This design comes from an exercise in tuning for small area on the open sky130 flow, not from production work. Function was checked by simulation only, so behaviour that the tests miss may differ from the original. No activity file was given, so power comes from the tool's default toggle rates.

==> flow/design.v (excerpt) <==
module sequence_game_top(
    input  logic        clk,
    input  logic        reset,
    input  logic        enter,
    input  logic [15:0] sw,
    input  logic        UART_rxd,
    output logic        UART_txd,
    output logic [7:0]  hex_segA,
    output logic [3:0]  hex_gridA,
    output logic [7:0]  hex_segB,
    output logic [3:0]  hex_gridB,
    output logic [15:0] led
);
Size: roughly 61 I/O pins, ~0.0083 mm2 of cells after synthesis.
==> flow/config.mk <==
export PLATFORM = sky130hd
export DESIGN_NAME = sequence_game_top
export DESIGN_NICKNAME = sequence_game_top
export VERILOG_FILES = /design/flow/design.v
export SDC_FILE = /design/flow/constraint.sdc
export NUM_CORES = 4
export LEC_CHECK = 0
export CAP_MARGIN = 20
export CORE_MARGIN = 2
export CORE_UTILIZATION = 40
export SLEW_MARGIN = 20
==> flow/constraint.sdc <==
create_clock -name core_clock -period 10.0 [get_ports {clk}]
set_input_delay 2.0000 -clock core_clock [delete_from_list [all_inputs] [get_ports {clk}]]
set_output_delay 2.0000 -clock core_clock [all_outputs]
set_load 0.01 [all_outputs]
standard.sh (not shown) runs the stock make flow with config.mk's settings and CLKGATE_MAP_FILE= SYNTH_SCRIPT=/design/flow/synth_recipe.tcl, a recipe that flattens the netlist after the stock synthesis.
==> flow/flow/run.sh <==
#!/bin/bash
# Layout flow: the standard ORFS flow, with
#  - synthesis: the standard script, but without full/half-adder extraction
#    and with an area-oriented ABC mapping script (flow/area.abc)
#  - port buffers: sky130_fd_sc_hd__buf_1
#  - CTS: small clock buffers, no dummy loads
#  - tie cells shared by their loads (no tie fan-out repair), no pass-through
#    buffers in synthesis (the port buffers take their place)
# Settings are in flow/settings.sh.  standard.sh's output goes to
# standard.log; ORFS keeps each step's log under orfs/logs/.
set -uo pipefail
HERE=$(pwd)
sed "s#log_cmd abc {\*}\$abc_args#log_cmd abc -script $HERE/flow/area.abc {*}[lrange \$abc_args 2 end]#" \
    "$FLOW_HOME/scripts/synth.tcl" > "$HERE/my_orfs_synth.tcl"
grep -q "flow/area.abc" "$HERE/my_orfs_synth.tcl" || { echo "abc hook not found"; exit 1; }
sed "s#source \$::env(SCRIPTS_DIR)/synth.tcl#source $HERE/my_orfs_synth.tcl#" synth_recipe.tcl > "$HERE/my_synth.tcl"
grep -q "my_orfs_synth.tcl" "$HERE/my_synth.tcl" || { echo "synth hook not found"; exit 1; }
source "$HERE/flow/settings.sh"
bash standard.sh SYNTH_SCRIPT="$HERE/my_synth.tcl" ADDER_MAP_FILE= \
    BUFFER_PORTS_ARGS="$PORT_BUF_ARGS" CTS_ARGS="$CTS_ARGS_SET" $EXTRA finish > "$HERE/standard.log" 2>&1
==> flow/flow/area.abc <==
strash
&get -n
&fraig -x
&put
scorr
dc2
dretime
strash
&get -n
&dch -f
&nf -a -R 1000
&put
==> flow/flow/settings.sh <==
PORT_BUF_ARGS="-buffer_cell sky130_fd_sc_hd__buf_1"
CTS_ARGS_SET="-sink_clustering_enable -repair_clock_nets -dont_use_dummy_load -buf_list sky130_fd_sc_hd__clkbuf_4 -root_buf sky130_fd_sc_hd__clkbuf_4 -sink_clustering_size 11 -sink_clustering_max_diameter 50"
EXTRA="SKIP_REPAIR_TIE_FANOUT=1 SYNTH_INSBUF=0 GPL_TIMING_DRIVEN=0 CAP_MARGIN=0 SLEW_MARGIN=0"
The first run completed with no timing, DRC or antenna violations.
Next try:
--- a/flow/flow/run.sh
+++ b/flow/flow/run.sh
@@ -5,8 +5,4 @@
 #  - port buffers: sky130_fd_sc_hd__buf_1
 #  - CTS: small clock buffers, no dummy loads
-#  - tie cells shared by their loads (no tie fan-out repair), no pass-through
-#    buffers in synthesis (the port buffers take their place)
-# Settings are in flow/settings.sh.  standard.sh's output goes to
-# standard.log; ORFS keeps each step's log under orfs/logs/.
 set -uo pipefail
 HERE=$(pwd)
==> flow/flow/settings.sh (replaced) <==
PORT_BUF_ARGS="-buffer_cell sky130_fd_sc_hd__buf_1"
CTS_ARGS_SET="-sink_clustering_enable -repair_clock_nets -dont_use_dummy_load -buf_list sky130_fd_sc_hd__clkbuf_4 -root_buf sky130_fd_sc_hd__clkbuf_8 -sink_clustering_size 11 -sink_clustering_max_diameter 50"
EXTRA="SKIP_REPAIR_TIE_FANOUT=1 SYNTH_INSBUF=0"
What happened:
- The new run passed the timing, DRC and antenna checks
- area after synthesis is unchanged
- global-route usage drops by 0.26 points
- worst setup slack improves by 0.32 ns
- power goes up by about 1.1%

[afterwards: timing with drivers on the ports]
No port has a modelled driver above. Below, the same layouts with a new extraction and two added sets of constraints. Step 1 (the two cells are an assumption about what drives the block):
set clk [get_ports {clk}]
set_driving_cell -lib_cell sky130_fd_sc_hd__clkbuf_16 $clk
set_driving_cell -lib_cell sky130_fd_sc_hd__buf_2 [delete_from_list [all_inputs] $clk]
Step 2 moves the port delays by t, midway between the first and last clock arrival at a register: inputs arrive t later, outputs are due t later. That takes back most of the time a late clock gives input paths. a / b / c = no drivers / after step 1 / after step 2; a / b = the first two.
run | t, ns | slack for setup (ns) | slew at the worst register clock pin (ns) | cell pins on the clock port's net
the first run | 0.663 | 5.095 / 5.057 / 5.569 | 0.11 / 0.11 | 1
the second run | 0.552 | 5.413 / 5.372 / 5.559 | 0.11 / 0.11 | 1
After both steps every run listed still meets setup and hold.
